This design comes from an exercise in tuning for small area and a short achievable clock period on the open sky130 flow, not from production work. No functional check of the RTL was part of any run shown here. Power and IR drop assume default switching activity.

[config.mk]
export PLATFORM = sky130hd
export DESIGN_NAME = compute_array
export DESIGN_NICKNAME = compute_array
export VERILOG_FILES = /design/flow/design.v
export SDC_FILE = /design/flow/constraint.sdc
export NUM_CORES = 4
export LEC_CHECK = 0
export CAP_MARGIN = 20
export CORE_MARGIN = 2
export CORE_UTILIZATION = 40
export SETUP_SLACK_MARGIN = 3.5
export SLEW_MARGIN = 20
export SYNTH_HIERARCHICAL = 1
export SYNTH_MINIMUM_KEEP_SIZE = 0
[constraint.sdc]
create_clock -name core_clock -period 16.0 [get_ports {clk}]
set_input_delay 3.2000 -clock core_clock [delete_from_list [all_inputs] [get_ports {clk}]]
set_output_delay 3.2000 -clock core_clock [all_outputs]
set_load 0.01 [all_outputs]
[design.v]
module mux2 (
input in0, in1,
input s,
output out
);
assign out = s ? in1 : in0;
endmodule
module cellMux2i (input a0, a1, s, output y);
assign y = ~(s ? a1 : a0);
endmodule
module cellNor2 (input a, b, output y);
assign y = ~(a | b);
endmodule
module cellO22ai (input a1, a2, b1, b2, output y);
assign y = ~((a1 | a2) & (b1 | b2));
endmodule
module cellXor2 (input a, b, output y);
assign y = a ^ b;
endmodule
module cellAnd2 (input a, b, output y);
assign y = a & b;
endmodule
module resultBit (
input x, yn, prod_n,
input t_x_n, t_xy_n, t_y_n, t_nx_n,
input clear,
output f, d
);
wire p1, p0, gn;
cellO21ai o1(yn, t_xy_n, t_x_n, p1);      
cellO21ai o0(yn, t_y_n, t_nx_n, p0);      
cellMux2i m(p0, p1, x, gn);
cellNand2 n(prod_n, gn, f);
cellA21oi a(prod_n, gn, clear, d);
endmodule
module cellO21ai (input a1, a2, b1, output y);
assign y = ~((a1 | a2) & b1);
endmodule
module cellA21oi (input a1, a2, b1, output y);
assign y = ~((a1 & a2) | b1);
endmodule
module cellNand2 (input a, b, output y);
assign y = ~(a & b);
endmodule
module adder (
input [15:0] a, b,
output [15:0] out
);
assign out = a+b;
endmodule
module fullAdder (input a, b, c, output s, co);
assign s = a ^ b ^ c;
assign co = (a & b) | (a & c) | (b & c);
endmodule
module halfAdder (input a, b, output s, co);
assign s = a ^ b;
assign co = a & b;
endmodule
module prefixAdder (
input [15:0] a, b,
output [15:0] sn
);
wire g1;
wire t2;
wire g3;
wire t4;
wire g5;
wire t6;
wire g7;
wire t8;
wire g9;
wire t10;
wire g11;
wire t12;
wire g13;
wire t14;
wire g15;
wire t16;
wire g17;
wire t18;
wire g19;
wire t20;
wire g21;
wire t22;
wire g23;
wire t24;
wire g25;
wire t26;
wire g27;
wire t28;
wire g29;
wire t30;
wire g31;
wire t32;
wire G33;
wire P34;
wire G35;
wire P36;
wire G37;
wire P38;
wire G39;
wire P40;
wire G41;
wire P42;
wire G43;
wire P44;
wire G45;
wire P46;
wire G47;
wire P48;
wire G49;
wire P50;
wire G51;
wire P52;
wire G53;
wire P54;
wire G55;
wire P56;
wire G57;
wire P58;
wire G59;
wire P60;
wire G61;
wire P62;
wire G63;
wire P64;
wire G65;
wire P66;
wire G67;
wire P68;
wire G69;
wire P70;
wire G71;
wire P72;
wire G73;
wire P74;
wire G75;
wire P76;
wire G77;
wire P78;
wire G79;
wire P80;
wire G81;
wire P82;
wire G83;
wire P84;
wire G85;
wire P86;
wire G87;
wire P88;
wire G89;
wire P90;
wire G91;
wire P92;
wire G93;
wire P94;
wire G95;
wire P96;
assign g1 = a[0] & b[0];
assign t2 = a[0] ^ b[0];
assign g3 = a[1] & b[1];
assign t4 = a[1] ^ b[1];
assign g5 = a[2] & b[2];
assign t6 = a[2] ^ b[2];
assign g7 = a[3] & b[3];
assign t8 = a[3] ^ b[3];
assign g9 = a[4] & b[4];
assign t10 = a[4] ^ b[4];
assign g11 = a[5] & b[5];
assign t12 = a[5] ^ b[5];
assign g13 = a[6] & b[6];
assign t14 = a[6] ^ b[6];
assign g15 = a[7] & b[7];
assign t16 = a[7] ^ b[7];
assign g17 = a[8] & b[8];
assign t18 = a[8] ^ b[8];
assign g19 = a[9] & b[9];
assign t20 = a[9] ^ b[9];
assign g21 = a[10] & b[10];
assign t22 = a[10] ^ b[10];
assign g23 = a[11] & b[11];
assign t24 = a[11] ^ b[11];
assign g25 = a[12] & b[12];
assign t26 = a[12] ^ b[12];
assign g27 = a[13] & b[13];
assign t28 = a[13] ^ b[13];
assign g29 = a[14] & b[14];
assign t30 = a[14] ^ b[14];
assign g31 = a[15] & b[15];
assign t32 = a[15] ^ b[15];
assign G33 = g3 | (t4 & g1);
assign P34 = t4 & t2;
assign G35 = g7 | (t8 & g5);
assign P36 = t8 & t6;
assign G37 = g11 | (t12 & g9);
assign P38 = t12 & t10;
assign G39 = g15 | (t16 & g13);
assign P40 = t16 & t14;
assign G41 = g19 | (t20 & g17);
assign P42 = t20 & t18;
assign G43 = g23 | (t24 & g21);
assign P44 = t24 & t22;
assign G45 = g27 | (t28 & g25);
assign P46 = t28 & t26;
assign G47 = g31 | (t32 & g29);
assign P48 = t32 & t30;
assign G49 = g5 | (t6 & G33);
assign P50 = t6 & P34;
assign G51 = G35 | (P36 & G33);
assign P52 = P36 & P34;
assign G53 = g13 | (t14 & G37);
assign P54 = t14 & P38;
assign G55 = G39 | (P40 & G37);
assign P56 = P40 & P38;
assign G57 = g21 | (t22 & G41);
assign P58 = t22 & P42;
assign G59 = G43 | (P44 & G41);
assign P60 = P44 & P42;
assign G61 = g29 | (t30 & G45);
assign P62 = t30 & P46;
assign G63 = G47 | (P48 & G45);
assign P64 = P48 & P46;
assign G65 = g9 | (t10 & G51);
assign P66 = t10 & P52;
assign G67 = G37 | (P38 & G51);
assign P68 = P38 & P52;
assign G69 = G53 | (P54 & G51);
assign P70 = P54 & P52;
assign G71 = G55 | (P56 & G51);
assign P72 = P56 & P52;
assign G73 = g25 | (t26 & G59);
assign P74 = t26 & P60;
assign G75 = G45 | (P46 & G59);
assign P76 = P46 & P60;
assign G77 = G61 | (P62 & G59);
assign P78 = P62 & P60;
assign G79 = G63 | (P64 & G59);
assign P80 = P64 & P60;
assign G81 = g17 | (t18 & G71);
assign P82 = t18 & P72;
assign G83 = G41 | (P42 & G71);
assign P84 = P42 & P72;
assign G85 = G57 | (P58 & G71);
assign P86 = P58 & P72;
assign G87 = G59 | (P60 & G71);
assign P88 = P60 & P72;
assign G89 = G73 | (P74 & G71);
assign P90 = P74 & P72;
assign G91 = G75 | (P76 & G71);
assign P92 = P76 & P72;
assign G93 = G77 | (P78 & G71);
assign P94 = P78 & P72;
assign G95 = G79 | (P80 & G71);
assign P96 = P80 & P72;
assign sn[0] = ~t2;
assign sn[1] = ~(t4 ^ g1);
assign sn[2] = ~(t6 ^ G33);
assign sn[3] = ~(t8 ^ G49);
assign sn[4] = ~(t10 ^ G51);
assign sn[5] = ~(t12 ^ G65);
assign sn[6] = ~(t14 ^ G67);
assign sn[7] = ~(t16 ^ G69);
assign sn[8] = ~(t18 ^ G71);
assign sn[9] = ~(t20 ^ G81);
assign sn[10] = ~(t22 ^ G83);
assign sn[11] = ~(t24 ^ G85);
assign sn[12] = ~(t26 ^ G87);
assign sn[13] = ~(t28 ^ G89);
assign sn[14] = ~(t30 ^ G91);
assign sn[15] = ~(t32 ^ G93);
endmodule
module lessThan(
input minMode,
input [15:0] a, b,
output [15:0] out
);
reg [15:0] compareOut;
wire signed [15:0] signed_a, signed_b;
assign signed_a = a;
assign signed_b = b;
assign out = minMode ? compareOut : {15'b0, a < b};
always@* begin
    if(signed_a < signed_b) begin
        compareOut <= a;
    end else begin
        compareOut <= b;
    end
end
endmodule
module compare16 (
input [15:0] x, yn,
input s,
output lt, eq
);
wire gt1;
wire e2;
wire gt3;
wire e4;
wire gt5;
wire e6;
wire gt7;
wire e8;
wire gt9;
wire e10;
wire gt11;
wire e12;
wire gt13;
wire e14;
wire gt15;
wire e16;
wire gt17;
wire e18;
wire gt19;
wire e20;
wire gt21;
wire e22;
wire gt23;
wire e24;
wire gt25;
wire e26;
wire gt27;
wire e28;
wire gt29;
wire e30;
wire gt31;
wire e32;
wire gt33;
wire e34;
wire gt35;
wire e36;
wire gt37;
wire e38;
wire gt39;
wire e40;
wire gt41;
wire e42;
wire gt43;
wire e44;
wire gt45;
wire e46;
wire gt47;
wire e48;
wire gt49;
wire e50;
wire gt51;
wire e52;
wire gt53;
wire e54;
wire gt55;
wire e56;
wire gt57;
wire e58;
wire gt59;
wire e60;
wire gt61;
wire e62;
halfAdder h0(x[0], yn[0], e2, gt1);
halfAdder h1(x[1], yn[1], e4, gt3);
halfAdder h2(x[2], yn[2], e6, gt5);
halfAdder h3(x[3], yn[3], e8, gt7);
halfAdder h4(x[4], yn[4], e10, gt9);
halfAdder h5(x[5], yn[5], e12, gt11);
halfAdder h6(x[6], yn[6], e14, gt13);
halfAdder h7(x[7], yn[7], e16, gt15);
halfAdder h8(x[8], yn[8], e18, gt17);
halfAdder h9(x[9], yn[9], e20, gt19);
halfAdder h10(x[10], yn[10], e22, gt21);
halfAdder h11(x[11], yn[11], e24, gt23);
halfAdder h12(x[12], yn[12], e26, gt25);
halfAdder h13(x[13], yn[13], e28, gt27);
halfAdder h14(x[14], yn[14], e30, gt29);
assign gt31 = s ? (~x[15] & ~yn[15]) : (x[15] & yn[15]);
assign e32 = x[15] ^ yn[15];
cellA21oi agt33(e4, gt1, gt3, gt33);
cellNand2 ne34(e4, e2, e34);
cellA21oi agt35(e8, gt5, gt7, gt35);
cellNand2 ne36(e8, e6, e36);
cellA21oi agt37(e12, gt9, gt11, gt37);
cellNand2 ne38(e12, e10, e38);
cellA21oi agt39(e16, gt13, gt15, gt39);
cellNand2 ne40(e16, e14, e40);
cellA21oi agt41(e20, gt17, gt19, gt41);
cellNand2 ne42(e20, e18, e42);
cellA21oi agt43(e24, gt21, gt23, gt43);
cellNand2 ne44(e24, e22, e44);
cellA21oi agt45(e28, gt25, gt27, gt45);
cellNand2 ne46(e28, e26, e46);
cellA21oi agt47(e32, gt29, gt31, gt47);
cellNand2 ne48(e32, e30, e48);
cellO21ai ogt49(e36, gt33, gt35, gt49);
cellNor2 re50(e36, e34, e50);
cellO21ai ogt51(e40, gt37, gt39, gt51);
cellNor2 re52(e40, e38, e52);
cellO21ai ogt53(e44, gt41, gt43, gt53);
cellNor2 re54(e44, e42, e54);
cellO21ai ogt55(e48, gt45, gt47, gt55);
cellNor2 re56(e48, e46, e56);
cellA21oi agt57(e52, gt49, gt51, gt57);
cellNand2 ne58(e52, e50, e58);
cellA21oi agt59(e56, gt53, gt55, gt59);
cellNand2 ne60(e56, e54, e60);
cellO21ai ogt61(e60, gt57, gt59, gt61);
cellNor2 re62(e60, e58, e62);
assign lt = ~(gt61 | e62);
assign eq = e62;
endmodule
module computationTile (
input clk, clear,
input [3:0] opcode,
input cache_ok, mac_last,
input [15:0] input0, input1_wire,
output [15:0] cellOut
);
reg [15:0] R;
wire [15:0] x = input0;
wire mac = opcode == 4'd15;
wire read = opcode == 4'd8;
wire arith = opcode[1:0] == 2'd3;           
wire isadd = opcode[2:0] == 3'd3;           
wire flagop = ~opcode[3] & (opcode[2:0] == 3'd4 | opcode[2:0] == 3'd5)
            | opcode[2:0] == 3'd6;           
wire eqop = opcode[2:0] == 3'd6;
wire minop = opcode == 4'd12;
wire maxop = opcode == 4'd13;
wire cy = read | (cache_ok & ~clear & ~mac);
wire [15:0] yn;
genvar i;
generate
    for (i = 0; i < 16; i = i + 1) begin: opnd
        cellMux2i ym(input1_wire[i], R[i], cy, yn[i]);
    end
endgenerate
wire rowsel = arith & ~isadd;
wire [16:0] xe = {x, 1'b0};
wire [7:0] one, two, neg, a1n, a2n, b1n, b2n, ng;
genvar k;
generate
    for (k = 0; k < 8; k = k + 1) begin: benc
        assign one[k] = xe[2*k+1] ^ xe[2*k];
        assign two[k] = (xe[2*k+2] & ~xe[2*k+1] & ~xe[2*k])
                      | (~xe[2*k+2] & xe[2*k+1] & xe[2*k]);
        assign neg[k] = xe[2*k+2];
        assign a1n[k] = ~(one[k] & arith);
        assign a2n[k] = ~(two[k] & arith);
        assign b1n[k] = ~(one[k] & rowsel);
        assign b2n[k] = ~(two[k] & rowsel);
        assign ng[k] = neg[k] & arith;
    end
endgenerate
wire yp0n = yn[0] & ~isadd;                  
wire r7b1 = (~b1n[7] & ~yn[1]) ^ (~a1n[7] & ng[7] & ~yp0n) | (~a2n[7] & ~yp0n);
wire macm = mac & mac_last;
wire [15:0] z = ({16{isadd}} & ~yn) | ({16{macm}} & R);
wire q1;
wire p3;
wire q5;
wire p7;
wire q9;
wire p11;
wire q13;
wire p15;
wire q17;
wire p19;
wire q21;
wire p23;
wire q25;
wire p27;
wire q29;
wire p31;
wire q33;
wire p35;
wire q37;
wire p39;
wire q41;
wire p43;
wire q45;
wire p47;
wire q49;
wire p51;
wire q53;
wire p55;
wire q57;
wire p59;
wire q61;
wire p63;
wire q65;
wire p67;
wire q69;
wire p71;
wire q73;
wire p75;
wire q77;
wire p79;
wire q81;
wire p83;
wire q85;
wire p87;
wire q89;
wire p91;
wire q93;
wire p95;
wire q97;
wire p99;
wire q101;
wire p103;
wire q105;
wire p107;
wire q109;
wire p111;
wire q113;
wire p115;
wire q117;
wire p119;
wire q121;
wire p123;
wire q125;
wire p127;
wire q129;
wire p131;
wire q133;
wire p135;
wire q137;
wire p139;
wire q141;
wire p143;
wire q145;
wire p147;
wire q149;
wire p151;
wire q153;
wire p155;
wire q157;
wire p159;
wire q161;
wire p163;
wire q165;
wire p167;
wire q169;
wire p171;
wire q173;
wire p175;
wire q177;
wire p179;
wire q181;
wire p183;
wire q185;
wire p187;
wire q189;
wire p191;
wire q193;
wire p195;
wire q197;
wire p199;
wire q201;
wire p203;
wire q205;
wire p207;
wire q209;
wire p211;
wire q213;
wire p215;
wire q217;
wire p219;
wire q221;
wire p223;
wire q225;
wire p227;
wire q229;
wire p231;
wire q233;
wire p235;
wire q237;
wire p239;
wire q241;
wire p243;
wire q245;
wire p247;
wire q249;
wire p251;
wire q253;
wire p255;
wire q257;
wire p259;
wire q261;
wire p263;
wire q265;
wire p267;
wire q269;
wire p271;
wire q273;
wire p275;
wire q277;
wire p279;
wire p281;
wire s283;
wire c284;
wire s286;
wire c287;
wire s289;
wire c290;
wire s292;
wire c293;
wire s295;
wire c296;
wire s298;
wire c299;
wire s301;
wire c302;
wire s304;
wire c305;
wire s307;
wire c308;
wire s310;
wire c311;
wire s313;
wire c314;
wire s316;
wire c317;
wire s319;
wire c320;
wire s322;
wire c323;
wire s325;
wire c326;
wire s328;
wire c329;
wire s331;
wire c332;
wire s334;
wire c335;
wire s337;
wire c338;
wire s340;
wire c341;
wire s343;
wire c344;
wire s346;
wire c347;
wire s349;
wire c350;
wire s352;
wire c353;
wire s355;
wire c356;
wire s358;
wire c359;
wire s361;
wire c362;
wire s364;
wire c365;
wire s367;
wire c368;
wire s370;
wire c371;
wire s373;
wire c374;
wire s376;
wire c377;
wire s379;
wire c380;
wire s382;
wire c383;
wire s385;
wire c386;
wire s388;
wire c389;
wire s391;
wire c392;
wire s394;
wire c395;
wire s397;
wire c398;
wire s400;
wire c401;
wire s403;
wire c404;
wire s406;
wire c407;
wire s409;
wire c410;
wire s412;
wire c413;
wire s415;
wire c416;
wire s418;
wire c419;
wire s421;
wire c422;
wire s424;
wire c425;
wire s427;
wire c428;
wire s430;
wire c431;
wire s433;
wire c434;
wire s436;
wire c437;
wire s439;
wire c440;
wire s442;
wire c443;
wire s445;
wire c446;
wire s448;
wire c449;
wire s451;
wire c452;
wire s454;
wire c455;
wire s457;
wire c458;
wire s460;
wire c461;
wire s463;
wire c464;
wire s466;
wire c467;
wire s469;
wire c470;
wire s472;
wire c473;
wire s475;
wire c476;
wire s478;
wire c479;
wire s481;
wire c482;
wire s484;
wire c485;
wire s487;
wire c488;
wire s490;
wire c491;
cellNor2 u2(yp0n, a1n[0], q1);
cellXor2 u4(q1, ng[0], p3);
cellO22ai u6(yn[1], b1n[0], yp0n, a2n[0], q5);
cellXor2 u8(q5, ng[0], p7);
cellO22ai u10(yn[2], b1n[0], yn[1], b2n[0], q9);
cellXor2 u12(q9, ng[0], p11);
cellO22ai u14(yn[3], b1n[0], yn[2], b2n[0], q13);
cellXor2 u16(q13, ng[0], p15);
cellO22ai u18(yn[4], b1n[0], yn[3], b2n[0], q17);
cellXor2 u20(q17, ng[0], p19);
cellO22ai u22(yn[5], b1n[0], yn[4], b2n[0], q21);
cellXor2 u24(q21, ng[0], p23);
cellO22ai u26(yn[6], b1n[0], yn[5], b2n[0], q25);
cellXor2 u28(q25, ng[0], p27);
cellO22ai u30(yn[7], b1n[0], yn[6], b2n[0], q29);
cellXor2 u32(q29, ng[0], p31);
cellO22ai u34(yn[8], b1n[0], yn[7], b2n[0], q33);
cellXor2 u36(q33, ng[0], p35);
cellO22ai u38(yn[9], b1n[0], yn[8], b2n[0], q37);
cellXor2 u40(q37, ng[0], p39);
cellO22ai u42(yn[10], b1n[0], yn[9], b2n[0], q41);
cellXor2 u44(q41, ng[0], p43);
cellO22ai u46(yn[11], b1n[0], yn[10], b2n[0], q45);
cellXor2 u48(q45, ng[0], p47);
cellO22ai u50(yn[12], b1n[0], yn[11], b2n[0], q49);
cellXor2 u52(q49, ng[0], p51);
cellO22ai u54(yn[13], b1n[0], yn[12], b2n[0], q53);
cellXor2 u56(q53, ng[0], p55);
cellO22ai u58(yn[14], b1n[0], yn[13], b2n[0], q57);
cellXor2 u60(q57, ng[0], p59);
cellO22ai u62(yn[15], b1n[0], yn[14], b2n[0], q61);
cellXor2 u64(q61, ng[0], p63);
cellNor2 u66(yp0n, a1n[1], q65);
cellXor2 u68(q65, ng[1], p67);
cellO22ai u70(yn[1], b1n[1], yp0n, a2n[1], q69);
cellXor2 u72(q69, ng[1], p71);
cellO22ai u74(yn[2], b1n[1], yn[1], b2n[1], q73);
cellXor2 u76(q73, ng[1], p75);
cellO22ai u78(yn[3], b1n[1], yn[2], b2n[1], q77);
cellXor2 u80(q77, ng[1], p79);
cellO22ai u82(yn[4], b1n[1], yn[3], b2n[1], q81);
cellXor2 u84(q81, ng[1], p83);
cellO22ai u86(yn[5], b1n[1], yn[4], b2n[1], q85);
cellXor2 u88(q85, ng[1], p87);
cellO22ai u90(yn[6], b1n[1], yn[5], b2n[1], q89);
cellXor2 u92(q89, ng[1], p91);
cellO22ai u94(yn[7], b1n[1], yn[6], b2n[1], q93);
cellXor2 u96(q93, ng[1], p95);
cellO22ai u98(yn[8], b1n[1], yn[7], b2n[1], q97);
cellXor2 u100(q97, ng[1], p99);
cellO22ai u102(yn[9], b1n[1], yn[8], b2n[1], q101);
cellXor2 u104(q101, ng[1], p103);
cellO22ai u106(yn[10], b1n[1], yn[9], b2n[1], q105);
cellXor2 u108(q105, ng[1], p107);
cellO22ai u110(yn[11], b1n[1], yn[10], b2n[1], q109);
cellXor2 u112(q109, ng[1], p111);
cellO22ai u114(yn[12], b1n[1], yn[11], b2n[1], q113);
cellXor2 u116(q113, ng[1], p115);
cellO22ai u118(yn[13], b1n[1], yn[12], b2n[1], q117);
cellXor2 u120(q117, ng[1], p119);
cellNor2 u122(yp0n, a1n[2], q121);
cellXor2 u124(q121, ng[2], p123);
cellO22ai u126(yn[1], b1n[2], yp0n, a2n[2], q125);
cellXor2 u128(q125, ng[2], p127);
cellO22ai u130(yn[2], b1n[2], yn[1], b2n[2], q129);
cellXor2 u132(q129, ng[2], p131);
cellO22ai u134(yn[3], b1n[2], yn[2], b2n[2], q133);
cellXor2 u136(q133, ng[2], p135);
cellO22ai u138(yn[4], b1n[2], yn[3], b2n[2], q137);
cellXor2 u140(q137, ng[2], p139);
cellO22ai u142(yn[5], b1n[2], yn[4], b2n[2], q141);
cellXor2 u144(q141, ng[2], p143);
cellO22ai u146(yn[6], b1n[2], yn[5], b2n[2], q145);
cellXor2 u148(q145, ng[2], p147);
cellO22ai u150(yn[7], b1n[2], yn[6], b2n[2], q149);
cellXor2 u152(q149, ng[2], p151);
cellO22ai u154(yn[8], b1n[2], yn[7], b2n[2], q153);
cellXor2 u156(q153, ng[2], p155);
cellO22ai u158(yn[9], b1n[2], yn[8], b2n[2], q157);
cellXor2 u160(q157, ng[2], p159);
cellO22ai u162(yn[10], b1n[2], yn[9], b2n[2], q161);
cellXor2 u164(q161, ng[2], p163);
cellO22ai u166(yn[11], b1n[2], yn[10], b2n[2], q165);
cellXor2 u168(q165, ng[2], p167);
cellNor2 u170(yp0n, a1n[3], q169);
cellXor2 u172(q169, ng[3], p171);
cellO22ai u174(yn[1], b1n[3], yp0n, a2n[3], q173);
cellXor2 u176(q173, ng[3], p175);
cellO22ai u178(yn[2], b1n[3], yn[1], b2n[3], q177);
cellXor2 u180(q177, ng[3], p179);
cellO22ai u182(yn[3], b1n[3], yn[2], b2n[3], q181);
cellXor2 u184(q181, ng[3], p183);
cellO22ai u186(yn[4], b1n[3], yn[3], b2n[3], q185);
cellXor2 u188(q185, ng[3], p187);
cellO22ai u190(yn[5], b1n[3], yn[4], b2n[3], q189);
cellXor2 u192(q189, ng[3], p191);
cellO22ai u194(yn[6], b1n[3], yn[5], b2n[3], q193);
cellXor2 u196(q193, ng[3], p195);
cellO22ai u198(yn[7], b1n[3], yn[6], b2n[3], q197);
cellXor2 u200(q197, ng[3], p199);
cellO22ai u202(yn[8], b1n[3], yn[7], b2n[3], q201);
cellXor2 u204(q201, ng[3], p203);
cellO22ai u206(yn[9], b1n[3], yn[8], b2n[3], q205);
cellXor2 u208(q205, ng[3], p207);
cellNor2 u210(yp0n, a1n[4], q209);
cellXor2 u212(q209, ng[4], p211);
cellO22ai u214(yn[1], b1n[4], yp0n, a2n[4], q213);
cellXor2 u216(q213, ng[4], p215);
cellO22ai u218(yn[2], b1n[4], yn[1], b2n[4], q217);
cellXor2 u220(q217, ng[4], p219);
cellO22ai u222(yn[3], b1n[4], yn[2], b2n[4], q221);
cellXor2 u224(q221, ng[4], p223);
cellO22ai u226(yn[4], b1n[4], yn[3], b2n[4], q225);
cellXor2 u228(q225, ng[4], p227);
cellO22ai u230(yn[5], b1n[4], yn[4], b2n[4], q229);
cellXor2 u232(q229, ng[4], p231);
cellO22ai u234(yn[6], b1n[4], yn[5], b2n[4], q233);
cellXor2 u236(q233, ng[4], p235);
cellO22ai u238(yn[7], b1n[4], yn[6], b2n[4], q237);
cellXor2 u240(q237, ng[4], p239);
cellNor2 u242(yp0n, a1n[5], q241);
cellXor2 u244(q241, ng[5], p243);
cellO22ai u246(yn[1], b1n[5], yp0n, a2n[5], q245);
cellXor2 u248(q245, ng[5], p247);
cellO22ai u250(yn[2], b1n[5], yn[1], b2n[5], q249);
cellXor2 u252(q249, ng[5], p251);
cellO22ai u254(yn[3], b1n[5], yn[2], b2n[5], q253);
cellXor2 u256(q253, ng[5], p255);
cellO22ai u258(yn[4], b1n[5], yn[3], b2n[5], q257);
cellXor2 u260(q257, ng[5], p259);
cellO22ai u262(yn[5], b1n[5], yn[4], b2n[5], q261);
cellXor2 u264(q261, ng[5], p263);
cellNor2 u266(yp0n, a1n[6], q265);
cellXor2 u268(q265, ng[6], p267);
cellO22ai u270(yn[1], b1n[6], yp0n, a2n[6], q269);
cellXor2 u272(q269, ng[6], p271);
cellO22ai u274(yn[2], b1n[6], yn[1], b2n[6], q273);
cellXor2 u276(q273, ng[6], p275);
cellO22ai u278(yn[3], b1n[6], yn[2], b2n[6], q277);
cellXor2 u280(q277, ng[6], p279);
cellNor2 u282(yp0n, a1n[7], p281);
halfAdder u285(p35, p91, s283, c284);
halfAdder u288(p39, p95, s286, c287);
fullAdder u291(p43, p99, p147, s289, c290);
halfAdder u294(p187, p219, s292, c293);
fullAdder u297(p47, p103, p151, s295, c296);
halfAdder u300(p191, p223, s298, c299);
fullAdder u303(p51, p107, p155, s301, c302);
fullAdder u306(p195, p227, p251, s304, c305);
halfAdder u309(p267, ng[6], s307, c308);
fullAdder u312(p55, p111, p159, s310, c311);
fullAdder u315(p199, p231, p255, s313, c314);
halfAdder u318(p271, z[13], s316, c317);
fullAdder u321(p59, p115, p163, s319, c320);
fullAdder u324(p203, p235, p259, s322, c323);
fullAdder u327(p275, p281, z[14], s325, c326);
fullAdder u330(p63, p119, p167, s328, c329);
fullAdder u333(p207, p239, p263, s331, c332);
fullAdder u336(p279, r7b1, z[15], s334, c335);
halfAdder u339(p19, p75, s337, c338);
halfAdder u342(p23, p79, s340, c341);
fullAdder u345(p27, p83, p131, s343, c344);
halfAdder u348(p171, ng[3], s346, c347);
fullAdder u351(p31, p87, p135, s349, c350);
halfAdder u354(p175, z[7], s352, c353);
fullAdder u357(p139, p179, p211, s355, c356);
fullAdder u360(ng[4], z[8], s283, s358, c359);
fullAdder u363(p143, p183, p215, s361, c362);
fullAdder u366(z[9], s286, c284, s364, c365);
fullAdder u369(p243, ng[5], z[10], s367, c368);
fullAdder u372(s289, s292, c287, s370, c371);
fullAdder u375(p247, z[11], s295, s373, c374);
fullAdder u378(s298, c290, c293, s376, c377);
fullAdder u381(z[12], s301, s304, s379, c380);
fullAdder u384(s307, c296, c299, s382, c383);
fullAdder u387(s310, s313, s316, s385, c386);
fullAdder u390(c302, c305, c308, s388, c389);
fullAdder u393(s319, s322, s325, s391, c392);
fullAdder u396(c311, c314, c317, s394, c395);
fullAdder u399(s328, s331, s334, s397, c398);
fullAdder u402(c320, c323, c326, s400, c401);
halfAdder u405(p11, p67, s403, c404);
halfAdder u408(p15, p71, s406, c407);
fullAdder u411(p123, ng[2], z[4], s409, c410);
fullAdder u414(p127, z[5], s340, s412, c413);
fullAdder u417(z[6], s343, s346, s415, c416);
fullAdder u420(s349, s352, c344, s418, c419);
fullAdder u423(s355, s358, c350, s421, c422);
fullAdder u426(s361, s364, c356, s424, c425);
fullAdder u429(s367, s370, c362, s427, c428);
fullAdder u432(s373, s376, c368, s430, c431);
fullAdder u435(s379, s382, c374, s433, c434);
fullAdder u438(s385, s388, c380, s436, c437);
fullAdder u441(s391, s394, c386, s439, c440);
fullAdder u444(s397, s400, c392, s442, c443);
halfAdder u447(p3, ng[0], s445, c446);
halfAdder u450(p7, z[1], s448, c449);
fullAdder u453(ng[1], z[2], s403, s451, c452);
fullAdder u456(z[3], s406, c404, s454, c455);
fullAdder u459(s337, s409, c407, s457, c458);
fullAdder u462(c338, s412, c410, s460, c461);
fullAdder u465(c341, s415, c413, s463, c464);
fullAdder u468(c347, s418, c416, s466, c467);
fullAdder u471(c353, s421, c419, s469, c470);
fullAdder u474(c359, s424, c422, s472, c473);
fullAdder u477(c365, s427, c425, s475, c476);
fullAdder u480(c371, s430, c428, s478, c479);
fullAdder u483(c377, s433, c431, s481, c482);
fullAdder u486(c383, s436, c434, s484, c485);
fullAdder u489(c389, s439, c437, s487, c488);
fullAdder u492(c395, s442, c440, s490, c491);
wire [15:0] prod_n;
prefixAdder cpa({s490, s487, s484, s481, s478, s475, s472, s469, s466, s463, s460, s457, s454, s451, s448, z[0]}, {c488, c485, c482, c479, c476, c473, c470, c467, c464, c461, c458, c455, c452, c449, c446, s445}, prod_n);
wire lt, eq;
compare16 cmp(x, yn, opcode[3], lt, eq);
wire t_and = opcode[2:0] == 3'd1;
wire t_x = opcode[2:0] == 3'd2 | (minop & lt) | (maxop & ~lt);
wire t_y = opcode[2:0] == 3'd2 | (minop & ~lt) | (maxop & lt) | read;
wire t_xy = t_and | t_y;
wire t_nx = opcode == 4'd0;
wire bit0 = flagop & (eqop ? eq : lt);
wire [15:0] pn = {prod_n[15:1], prod_n[0] & ~bit0};
wire [15:0] f, d;
generate
    for (i = 0; i < 16; i = i + 1) begin: res
        resultBit rb(x[i], yn[i], pn[i], ~t_x, ~t_xy, ~t_y, ~t_nx, clear,
                     f[i], d[i]);
    end
endgenerate
assign cellOut = f;
always @(posedge clk)
    R <= d;
endmodule
module compute_array (
    input clk, clear,
    input [3:0] tile_opcode,
    input [63:0] value_a, value_b,
    output [63:0] wire_out
);
    parameter WORD_BITS = 16;
    parameter TILES = 4;
    reg cache_ok, mac_last;
    always @(posedge clk) begin
        cache_ok <= ~clear & (tile_opcode != 4'd8);
        mac_last <= ~clear & (tile_opcode == 4'd15);
    end
    generate
        genvar i;
        for(i = 0; i < TILES; i = i+1) begin: ctl
            computationTile tile_i(clk, clear, tile_opcode, cache_ok, mac_last,
                value_a[WORD_BITS*(i+1)-1:WORD_BITS*i],
                value_b[WORD_BITS*(i+1)-1:WORD_BITS*i],
                wire_out[WORD_BITS*(i+1)-1:WORD_BITS*i]
            );
        end
    endgenerate
endmodule
[flow/run.sh]
#!/bin/bash
# The standard layout (the standard.sh: standard synthesis, then ORFS to
# finish) with two changes:
# - the port buffers are sky130_fd_sc_hd__buf_1 cells in place of the delay
#   buffers buffer_ports picks by default;
# - before floorplanning, flow/downsize.tcl sets the combinational cells that
#   synthesis sized up back to drive strength 1 (repair sizes up again).
set -euo pipefail
here=$(pwd)
bash standard.sh synth > synth_flow.log 2>&1
bash standard.sh BUFFER_PORTS_ARGS="-buffer_cell sky130_fd_sc_hd__buf_1" \
    PRE_FLOORPLAN_TCL="$here/flow/downsize.tcl" finish > layout_flow.log 2>&1
[flow/downsize.tcl]
# Before floorplanning: put every combinational cell that synthesis sized up
# back to its drive-strength-1 variant of the same function. The resizer's
# repair steps later size up again what slew, capacitance or timing need.
set db [ord::get_db]
set block [ord::get_db_block]
set n 0
foreach inst [$block getInsts] {
  set name [[$inst getMaster] getName]
  if { [regexp {^(sky130_fd_sc_hd__[a-z0-9]+)_([0-9]+)$} $name -> base drv] && $drv > 1 } {
    if { [string match "*__df*" $base] || [string match "*__sdf*" $base] || [string match "*__edf*" $base] } {
      continue
    }
    set master [$db findMaster ${base}_1]
    if { $master != "NULL" } {
      $inst swapMaster $master
      incr n
    }
  }
}
puts "downsize.tcl: $n instances set to drive strength 1"
[standard.sh]
#!/bin/bash
# synth_recipe.tcl (not shown) runs the flow's synth.tcl, then flattens the netlist and writes it again
# the make line also repeats each setting of config.mk as NAME=value (left out here)
make -C /OpenROAD-flow-scripts/flow DESIGN_CONFIG=/design/flow/config.mk WORK_HOME=/design/flow/orfs CLKGATE_MAP_FILE= SYNTH_SCRIPT=/design/flow/synth_recipe.tcl "${@:-finish}"
==> results.txt, run 1 <==
die area 0.05150 mm^2; part of the power in registers 0.118; final wirelength 70910 um; critical path capture point type primary output; Leak 0.01098 uW; max-slew violation count 0; nets 3083; Port Buffer Count 197; Switching Share 0.5468; Final setup viols 0; Hold Path Origin ctl[0].tile_i.R[3]; Least-Margin Pin Slew 1086 ps; total gr overflow 0; first-pass GRT wire length 108400 um; CTS tree yes; met1 usage 0.3632; Worst-Skew Late Latency 390 ps; Tot Pwr 2244 uW; wire length per cell 22.14 um; pin count of the biggest net entering global routing 47; Net Switching 1227 uW; H-tree Lvls 3; # rows 81; Clock power frac 0.094; Fmax 0.08157 GHz; CP startpoint kind input pin; Final TNS setup 0 ps; vias 19130; CTS clk-pin slew, worst paths 60 ps; Core Region 0.04905 mm^2; Synth Instances 2290; initial antenna violation count 4; CP arrival 9060 ps; number of remaining DRC errors 0; Starting Density 0.4053; Syn Nets 2844; gpl congestion 0.9772; Critical Path RT 12800 ps; flop2flop setup slack 10140 ps; Peak VDD IR 0.00007216 V; Slew Limit Headroom 0.2757; clock sinks 66; worst-path fanout max 46; final hold vios 0; I/O pin cnt 198; Hold Crit Class flop to flop; Hold WS 867.5 ps; Logic pwr share 0.788; met2 usage 0.4395; most frequent cells in the layout xor2_1 (324), o22ai_1 (256), nand2_1 (255), fa_1 (240), buf_1 (193); vias per cell 5.975; Pint 1017 uW; post-layout min period 12260 ps; max_cap viols 0; Placed Instance Area 0.02169 mm^2; CTS hold repair buffers 0; period utilization 0.7663; Reg-to-Reg Start cache_ok; Max clock buf depth 2; CTS Buf Count 9; Setup WS pre-CTS 2392 ps; status no timing/DRC/antenna violations; Final ANT Viol Nets 0; die height 226.9 um; HPWL Detailed 53200 um; met3 GRT Util 0.04466; DR pass1 iterations 6; busiest metal layer after global routing met2; Setup Skew 14.65 ps; P per Cell Area 99.52 mW/mm^2; first-iteration detailed-routing DRC count 1688; GRT Total Usage 0.2734; Yosys warning count 8; final worst slack 3740 ps; share of cells above drive strength 1 0.06117; design area 0.02255 mm^2; Die Span X 226.9 um; Crit Path Category input pin to primary output; root buffer cell clkbuf_16; vias in the first global route 19040; setup repair after global routing missed its margin false; Setup crit start tile_opcode[2]; commonest non-fill, non-tap cell in the layout xor2_1
==> worst max-delay path: stages <==
cell and delay, ps:
clkbuf_2 70, buf_4 420, and3_2 500, nand2_1 410, o22ai_1 280, xor2_1 210, fa_1 470, fa_1 580
fa_1 460, fa_1 490, ha_1 350, a21oi_1 330, o21a_1 220, o311ai_2 130, a21oi_1 220, xor2_1 300
nand2_1 210, buf_1 170
==> worst paths after layout <==
path | to | cells after the start
max | wire_out[30] | 18
min | ctl[0].tile_i.R[3] | 4
max reg2reg | ctl[0].tile_i.R[15] | 19
min reg2reg | ctl[0].tile_i.R[3] | 4
==> repair_timing <==
item                       4_1_cts  5_1_grt
setup endpoints to repair       56       34
resized for setup               53       46
setup buffers                   10       17
pin swaps                        0        2
==> sequential cells by signal (all words and copies together) (netlist names) <==
register,flops
ctl.tile_i.R,64
cache_ok,1
mac_last,1
==> metrics by stage <==
| step | utilization | instances |
|---|---|---|
| after floorplan | - | 2290 |
| after global placement | 0.4420 | 3155 |
| after detailed placement | 0.4421 | 3155 |
| after CTS | 0.4533 | 3181 |
| after global routing | 0.4597 | 3202 |
| final | 0.4597 | 3202 |
==> layout make-up <==
class                      count  area, um^2
multi-input combinational   2124       18560
sequential                    66        1321
timing repair buffer         272        1358
clock buffer                  13       250.2
antenna                        4       10.01
clock inverter                 3       15.01
inverter                      56       210.2
tap                          664       830.8
fill                        4974       26500
==> power groups by stage <==
stage	combinational, uW	clock [uW]	sequential, uW
after global placement	1660	0	258
after detailed placement	1690	0	258
after floorplan	1170	0	245
final	1770	210	266
after global routing	1960	221	270
after CTS	1730	218	263
==> per-layer routing <==
metal	routed length (um)	vias up
met5	0	-
met3	5111	141
met4	2606	0
li1	-	8833
met1	30330	9384
met2	32860	775
==> run 2, diff against run 1 <==
--- a/config.mk
+++ b/config.mk
@@ -9,5 +9,5 @@
 export CORE_MARGIN = 2
 export CORE_UTILIZATION = 40
-export SETUP_SLACK_MARGIN = 3.5
+export SETUP_SLACK_MARGIN = 4.5
 export SLEW_MARGIN = 20
 export SYNTH_HIERARCHICAL = 1
==> results.txt, run 2 <==
Leak 0.01292 uW (+18%); Final ANT Viol Nets 0 (unchanged); vias 20950 (+9.5%); max reg flops 64 (unchanged); GRT Total Usage 0.2977 (+0.02427); Setup WS pre-CTS 2114 ps (-277.7 ps); I/O pin cnt 198 (unchanged); vias per cell 6.040 (+1.1%); HPWL Detailed 51650 um (-2.9%); cell at the slowest stage of the critical path fa_1; Final TNS setup 0 ps (unchanged); final hold vios 0 (unchanged); Least-Margin Pin Slew 1051 ps (-35.33 ps); Cell Count, Final, Fillers Out 3468 (+8.3%); max_cap viols 0 (unchanged); first-iteration detailed-routing DRC count 1846 (+9.4%); Worst-Skew Late Latency 410 ps (+20 ps); Slew Limit Headroom 0.2992 (+0.02355); final worst slack 4304 ps (+564.0 ps); Core Region 0.04905 mm^2 (unchanged); initial antenna violation count 2 (-2); P per Cell Area 107.3 mW/mm^2 (+7.8%); worst-path fanout max 7 (-85%); Peak VDD IR 0.0001372 V (+90%); gpl congestion 0.9411 (-3.7%); Port Buffer Count 197 (unchanged); wire length per cell 22.72 um (+2.6%); nets 3352 (+8.7%); Starting Density 0.4053 (unchanged); Synth Instances 2290 (unchanged); CP startpoint kind input pin; share of cells above drive strength 1 0.2287 (+0.1675); Final setup viols 0 (unchanged); period utilization 0.7310 (-0.03525); DR pass1 iterations 6 (unchanged); first-pass GRT wire length 117600 um (+8.5%); CP arrival 8500 ps (-560 ps); number of remaining DRC errors 0 (unchanged); most used cell, CP fa_1; vias in the first global route 20780 (+9.1%); Tot Pwr 2937 uW (+31%); # rows 81 (unchanged); die height 226.9 um (unchanged); pin count of the biggest net entering global routing 35 (-26%); CTS clk-pin slew, worst paths 70 ps (about the same); CTS tree yes; critical path capture point type primary output; Largest Register ctl.tile_i.R; Crit Path Category input pin to primary output; root buffer cell clkbuf_16; setup repair after global routing missed its margin true; final wirelength 78790 um (+11%); most frequent cells in the layout xor2_1 (315), buf_4 (240), o22ai_1 (232), nand2_1 (229), fa_1 (228); max-slew violation count 0 (unchanged); total gr overflow 0 (unchanged); biggest registers after layout ctl.tile_i.R: 64 flops, cache_ok: 1 flops, mac_last: 1 flops; post-layout min period 11700 ps (-564.0 ps); worst-path cell chain clkbuf_16, buf_16, nor2_4, a21oi_2, o2bb2ai_4, buf_12, buf_12, buf_12, mux2i_4, buf_4, o22ai_1, xor2_1, fa_1, fa_1, fa_1, fa_1, ha_4, nand2_1, nor2_1, a221oi_4, xnor2_1, nand2_1, buf_2; Max clock buf depth 2 (unchanged); clock sinks 66 (unchanged); H-tree Lvls 3 (unchanged); Inst Count DP 3134 (-0.67%); Syn Nets 2844 (unchanged); status no timing/DRC/antenna violations; CTS Buf Count 9 (unchanged); Hold Crit Class flop to flop; Setup Skew 15.04 ps (+0.3892 ps); Fmax 0.08550 GHz (+4.8%); CP peak stage delay 580 ps (about the same); Die Span X 226.9 um (unchanged); Critical Path RT 12800 ps (about the same); die area 0.05150 mm^2 (unchanged); Yosys warning count 8 (unchanged); commonest non-fill, non-tap cell in the layout xor2_1
run 2: metal layers:
| metal | up-vias | wire length, um | track usage |
|---|---|---|---|
| met1 | 10290 | 32020 | 0.3878 |
| met5 | - | 15 | 0 |
| met4 | 2 | 3145 | 0.1318 |
| li1 | 9387 | - | - |
| met3 | 205 | 6327 | 0.05008 |
| met2 | 1068 | 37280 | 0.4864 |
run 2: final timing paths:
path | from | endpoint | slack [ps] | cells past startpoint
setup / recovery | tile_opcode[1] | wire_out[47] | 4300 | 23
hold / removal | ctl[3].tile_i.R[0] | ctl[3].tile_i.R[0] | 870 | 4
setup reg to reg | cache_ok | ctl[2].tile_i.R[14] | 10470 | 21
hold reg to reg | ctl[3].tile_i.R[0] | ctl[3].tile_i.R[0] | 870 | 4
run 2: what timing repair did:
| action | CTS | global route |
|---|---|---|
| gates resized for setup | 289 | 176 |
| pin swaps | 106 | 139 |
| buffers inserted | 210 | 89 |
| hold buffers | 0 | 0 |
| endpoints found under the setup margin | 64 | 63 |
| cloned | 16 | 2 |
run 2: stage by stage:
step | hold slack (ps) | util | instance area, um^2
6_report | 865.7 | 0.5580 | 27370
5_1_grt | 940.1 | 0.5580 | 27370
4_1_cts | 864.8 | 0.5245 | 25730
3_5_place_dp | 889.2 | 0.4423 | 21700
3_3_place_gp | 863.3 | 0.4423 | 21700
2_1_floorplan | 800.1 | - | 20080
run 2: where the power goes:
part | switching, uW | internal [uW] | total [uW]
logic | 1290 | 1140 | 2430
registers | 59.0 | 222 | 281
clock network | 105 | 120 | 226
run 2: cell type report:
class	count	area, um^2
diodes	1	2.502
clock buffers	11	232.7
clock inverters	5	55.05
fillers	4426	21680
inverters	56	210.2
multi-input cells	2125	20410
flip-flops and latches	66	1321
well taps	664	830.8
repair buffers	540	4314
run 2: worst max-delay path: cells and delay by family:
kind                       cells  cell delay (ps)
buffers and inverters          7             1060
AOI/OAI and AO/OA              4              720
adders and majority gates      5             2400
and+or+nand+nor                4              380
xor gates and xnor gates       2              370
muxes                          1              340
==> run 3, diff against run 2 <==
--- a/config.mk
+++ b/config.mk
@@ -9,5 +9,5 @@
 export CORE_MARGIN = 2
 export CORE_UTILIZATION = 40
-export SETUP_SLACK_MARGIN = 4.5
+export SETUP_SLACK_MARGIN = 3.8
 export SLEW_MARGIN = 20
 export SYNTH_HIERARCHICAL = 1
==> results.txt, run 3 <==
commonest non-fill, non-tap cell in the layout xor2_1; Final setup viols 0 (unchanged); DR pass1 iterations 6 (unchanged); Hold Path Origin ctl[0].tile_i.R[9]; fillers 4859 (+9.8%); nets 3120 (-6.9%); GRT Total Usage 0.2658 (-0.03194); I/O pin cnt 198 (unchanged); period utilization 0.7523 (+0.02133); Fmax 0.08308 GHz (-2.8%); max reg flops 64 (unchanged); Largest Register ctl.tile_i.R; final wirelength 68220 um (-13%); biggest registers after layout ctl.tile_i.R: 64 flops, cache_ok: 1 flops, mac_last: 1 flops; Reg-to-Reg Start cache_ok; CTS clk-pin slew, worst paths 70 ps (about the same); Setup Skew 27.53 ps (+12.49 ps); Yosys warning count 8 (unchanged); Slew Limit Headroom 0.2895 (-0.009738); Core Region 0.04905 mm^2 (unchanged); Crit Path Category input pin to primary output; critical path capture point type primary output; first-iteration detailed-routing DRC count 1449 (-22%); most frequent cells in the layout xor2_1 (324), o22ai_1 (256), nand2_1 (248), fa_1 (240), buf_1 (193); Placed Instance Area 0.02169 mm^2 (about the same); vias 19240 (-8.2%); Syn Nets 2844 (unchanged); wire length per cell 21.09 um (-7.2%); Synth Instances 2290 (unchanged); # rows 81 (unchanged); Hold Crit Class flop to flop; gpl congestion 0.9320 (-0.97%); Tot Pwr 2261 uW (-23%); die height 226.9 um (unchanged); n_diodes 0 (-1); first-pass GRT wire length 106900 um (-9.1%); Hold WS 860.4 ps (-5.275 ps); Leak 0.01123 uW (-13%); root buffer cell clkbuf_16; Layout Utilization 0.4719 (-0.08614); Final TNS setup 0 ps (unchanged); Die Span X 226.9 um (unchanged); Max clock buf depth 2 (unchanged); P per Cell Area 97.66 mW/mm^2 (-9.0%); max-slew violation count 0 (unchanged); design area 0.02315 mm^2 (-15%); multi-input logic area 0.01875 mm^2 (-8.1%); clock sinks 66 (unchanged); total gr overflow 0 (unchanged); status no timing/DRC/antenna violations; Critical Path RT 12800 ps (about the same); final hold vios 0 (unchanged); post-layout min period 12040 ps (+341.2 ps); setup repair after global routing missed its margin true; vias per cell 5.946 (-1.6%); CP arrival 8840 ps (+340 ps); register area 0.001321 mm^2 (unchanged); CTS Buf Count 9 (unchanged); max_cap viols 0 (unchanged); share of cells above drive strength 1 0.08440 (-0.1443); initial antenna violation count 0 (-2); Starting Density 0.4053 (unchanged); Setup crit start tile_opcode[1]; number of remaining DRC errors 0 (unchanged); worst-path fanout max 38 (+31); Final ANT Viol Nets 0 (unchanged); CTS tree yes; Least-Margin Pin Slew 1066 ps (+14.61 ps); Port Buffer Count 197 (unchanged); Worst-Skew Late Latency 410 ps (about the same); die area 0.05150 mm^2 (unchanged); vias in the first global route 19170 (-7.7%); pin count of the biggest net entering global routing 44 (+26%); Peak VDD IR 0.0001127 V (-18%); CP startpoint kind input pin; HPWL Detailed 50540 um (-2.2%); H-tree Lvls 3 (unchanged)
## run 3: final cells by class
cell class              count  area share
multi-input cells        2124      0.8100
clock buffers              11     0.01049
well taps                 664     0.03589
clock inverters             5    0.002324
inverters                  56    0.009081
repair buffers            309     0.07514
flip-flops and latches     66     0.05708
## run 3: power breakdown
group | total [uW] | internal (uW) | switching, uW
clock | 233 | 125 | 108
combinational | 1760 | 705 | 1050
sequential | 271 | 222 | 49.2
total | 2260 | 1050 | 1210
## run 3: through the flow
| step | std cells | worst slack [ps] |
|---|---|---|
| floorplan | 2290 | 4141 |
| global placement | 3155 | 2552 |
| detailed placement | 3155 | 2412 |
| CTS | 3200 | 3753 |
| global route | 3235 | 3771 |
| finish | 3235 | 3963 |
## run 3: final timing paths
| path | to | slack (ps) | depth (start not counted) |
|---|---|---|---|
| setup reg to reg | ctl[3].tile_i.R[15] | 10220 | 18 |
| setup / recovery | wire_out[44] | 3960 | 22 |
| hold reg to reg | ctl[0].tile_i.R[9] | 860 | 4 |
| hold / removal | ctl[0].tile_i.R[9] | 860 | 4 |
## run 3: timing repair
item                                    in CTS  in global routing
pin swaps                                    0                  5
endpoints found under the setup margin      64                 49
hold buffers                                 0                  0
gates resized for setup                     82                 67
setup buffers                               29                 34
cloned                                       0                  1
## run 3: worst max-delay path: stages
cell and delay (ps):
clkbuf_8 200, buf_12 220, nor2_1 100, a21oi_1 80, o2bb2ai_2 210, buf_12 240, mux2i_1 640, inv_1 110
ha_1 200, mux2_1 280, a21oi_1 120, o21ai_1 120, a21oi_1 190, o21ai_1 90, nor2_1 260, o21a_1 160
o32a_1 790, o31a_1 900, o21ai_1 170, mux2i_1 250, nand2_1 90, buf_1 150
## run 3: metal layers
metal	global-route usage	wire (um)
met1	0.3641	30260
met3	0.03188	4066
met4	0.09846	1974
met5	0	0
met2	0.4312	31910
==> run 4, diff against run 3 <==
--- a/config.mk
+++ b/config.mk
@@ -8,6 +8,6 @@
 export CAP_MARGIN = 20
 export CORE_MARGIN = 2
-export CORE_UTILIZATION = 40
-export SETUP_SLACK_MARGIN = 3.8
+export CORE_UTILIZATION = 60
+export SETUP_SLACK_MARGIN = 3.5
 export SLEW_MARGIN = 20
 export SYNTH_HIERARCHICAL = 1
==> results.txt, run 4 <==
status no timing/DRC/antenna violations; CP peak stage delay 880 ps (-20 ps); Starting Density 0.6095 (+0.2042); Largest Register ctl.tile_i.R; max_cap viols 0 (unchanged); vias in the first global route 18660 (-2.7%); cell at the slowest stage of the critical path o31a_1; vias per cell 6.515 (+9.6%); initial antenna violation count 1 (+1); WP depth 22 (unchanged); CTS tree yes; max-slew violation count 0 (unchanged); clock sinks 66 (unchanged); first-pass GRT wire length 100600 um (-5.9%); DR pass1 iterations 6 (unchanged); worst-path cell chain buf_6, buf_6, and2_4, nand2_1, o2bb2ai_2, buf_6, mux2i_1, inv_1, ha_1, mux2_1, a21oi_1, o21ai_1, a21oi_1, o21ai_1, nor2_1, o21a_1, o32a_1, o31a_1, o21ai_1, mux2i_1, nand2_1, buf_1; Worst-Skew Late Latency 380 ps (-30 ps); P per Cell Area 98.42 mW/mm^2 (+0.77%); Core Region 0.03262 mm^2 (-34%); Hold WS 856.7 ps (-3.698 ps); Setup Skew 8.341 ps (-19.19 ps); CP arrival 9030 ps (+190 ps); final worst slack 3771 ps (-192.0 ps); Final setup viols 0 (unchanged); final wirelength 64530 um (-5.4%); die area 0.03461 mm^2 (-33%); Leak 0.01099 uW (-2.1%); Buf/Inv on CP 5 (unchanged); Peak VDD IR 0.00009099 V (-19%); worst-path fanout max 42 (+11%); Synth Instances 2290 (unchanged); Setup WS pre-CTS 2503 ps (+90.90 ps); crit path to wire_out[49]; Final ANT Viol Nets 0 (unchanged); Reg-to-Reg Start cache_ok; Logic pwr share 0.778 (about the same); part of the power in registers 0.121 (about the same); root buffer cell clkbuf_16; Yosys warning count 8 (unchanged); CTS hold repair buffers 0 (unchanged); Max clock buf depth 2 (unchanged); Tot Pwr 2201 uW (-2.6%); Port Buffer Count 197 (unchanged); I/O pin cnt 198 (unchanged); vias 19410 (+0.89%); number of remaining DRC errors 0 (unchanged); H-tree Lvls 3 (unchanged); flop2flop setup slack 10290 ps (+70 ps); share of cells above drive strength 1 0.05996 (-0.02444); # rows 66 (-19%); Slew Limit Headroom 0.2696 (-0.01988); Die Span X 186.0 um (-18%); Worst R2R End ctl[2].tile_i.R[14]; Net Switching 1179 uW (-2.4%); Hold Crit Class flop to flop; GRT Total Usage 0.3756 (+0.1098); final hold vios 0 (unchanged); wire length per cell 21.66 um (+2.7%); HPWL Detailed 47040 um (-6.9%); Setup crit start tile_opcode[1]; commonest non-fill, non-tap cell in the layout xor2_1; post-layout min period 12230 ps (+192.0 ps); setup repair after global routing missed its margin false; period utilization 0.7643 (+0.01200); total gr overflow 0 (unchanged); Final TNS setup 0 ps (unchanged); most frequent cells in the layout xor2_1 (324), nand2_1 (258), o22ai_1 (256), fa_1 (240), buf_1 (193); Critical Path RT 12800 ps (about the same); CTS clk-pin slew, worst paths 70 ps (about the same); pin count of the biggest net entering global routing 47 (+6.8%); Switching Share 0.5357 (+0.001137); gpl congestion 0.9324 (about the same); critical path capture point type primary output; Fmax 0.08177 GHz (-1.6%); first-iteration detailed-routing DRC count 1692 (+17%); family with the most delay on the worst path compound AO/OA/AOI/OAI gates; CP startpoint kind input pin; Pint 1022 uW (-2.9%); max reg flops 64 (unchanged); biggest registers after layout ctl.tile_i.R: 64 flops, cache_ok: 1 flops, mac_last: 1 flops; Syn Nets 2844 (unchanged); nets 3084 (-1.2%); R2R depth 18 (unchanged); Least-Margin Pin Slew 1096 ps (+29.82 ps); die height 186.0 um (-18%); CTS Buf Count 9 (unchanged); Clock power frac 0.102 (about the same); Crit Path Category input pin to primary output
-- run 4: cell type report --
| class | count | area, um^2 |
|---|---|---|
| Multi-Input combinational cell | 2124 | 18630 |
| Fill cell | 2754 | 10250 |
| Timing Repair Buffer | 273 | 1368 |
| Sequential cell | 66 | 1321 |
| Tap cell | 442 | 553.0 |
| Clock buffer | 14 | 274.0 |
| Inverter | 56 | 210.2 |
| Clock inverter | 2 | 10.01 |
| Antenna cell | 2 | 5.005 |
-- run 4: worst min path at each step --
stage	slack, ps	end	start	cells after the start
after global routing	930	ctl[1].tile_i.R[0]	ctl[1].tile_i.R[0]	4
after CTS	850	ctl[0].tile_i.R[0]	ctl[0].tile_i.R[0]	4
after global placement	870	ctl[1].tile_i.R[15]	ctl[1].tile_i.R[15]	4
after floorplan	800	ctl[0].tile_i.R[15]	ctl[0].tile_i.R[15]	4
after detailed placement	880	ctl[0].tile_i.R[0]	ctl[0].tile_i.R[0]	5
final	860	ctl[1].tile_i.R[0]	ctl[1].tile_i.R[0]	4
-- run 4: worst min-delay path, cell delays in order, from the launching register on --
cell and delay (ps):
dfxtp_1 370, mux2i_4 120, o21ai_1 120, mux2i_1 90
a21oi_1 120
-- run 4: what timing repair did --
action / in CTS / in global routing
setup buffers: 0 / 33
gates resized for setup: 48 / 51
endpoints found under the setup margin: 64 / 38
-- run 4: through the flow --
| stage | utilization | instance area [um^2] | cells |
|---|---|---|---|
| 4_1_cts | 0.6702 | 21860 | 2944 |
| 2_1_floorplan | - | 19880 | 2290 |
| 5_1_grt | 0.6856 | 22360 | 2978 |
| 3_5_place_dp | 0.6552 | 21370 | 2928 |
| 6_report | 0.6857 | 22370 | 2979 |
| 3_3_place_gp | 0.6551 | 21370 | 2928 |
-- run 4: per-layer routing --
layer	part of all wire	global-route usage
met2	0.46	0.5886
met5	0	0
met4	0.040	0.1748
met1	0.42	0.5066
met3	0.089	0.06437
-- run 4: power groups by stage --
stage	logic, uW	registers (uW)	clock network (uW)
detailed placement	1620	255	0
CTS	1650	260	226
global placement	1580	254	0
floorplan	1170	245	0
global route	1900	270	230
finish	1710	266	224

port drivers added, routing unchanged:
In the flow no input, the clock included, has a driving cell. The finished layouts below were timed again as built, in two steps. Step 1 (the two cells are an assumption about what drives the block):
set clk [get_ports {clk}]
set_driving_cell -lib_cell sky130_fd_sc_hd__clkbuf_16 $clk
set_driving_cell -lib_cell sky130_fd_sc_hd__buf_2 [delete_from_list [all_inputs] $clk]
Step 2, shift: input delay + t, output delay - t, t = (earliest + latest rising clock arrival at the registers) / 2. This alone moves slack from input paths to output paths. Three values: ideal, step 1, step 2; two values: the first two.
run	t, ns	setup WS [ns]	slew at the worst register clock pin (ns)	worst data-port slew with drivers (ns)	cell pins on the clock port's net
run 1	0.442	3.740 / 3.699 / 3.699	0.07 / 0.07	0.10	1
run 2	0.456	4.304 / 4.171 / 4.171	0.08 / 0.08	0.21	1
run 3	0.452	3.963 / 3.923 / 3.923	0.09 / 0.09	0.08	1
run 4	0.433	3.771 / 3.714 / 3.714	0.07 / 0.07	0.09	1
After both steps every run listed still meets setup and hold. The setup slack of run 2, which loses most, moves by -0.133 ns with the drivers and by -0.133 ns with both steps.
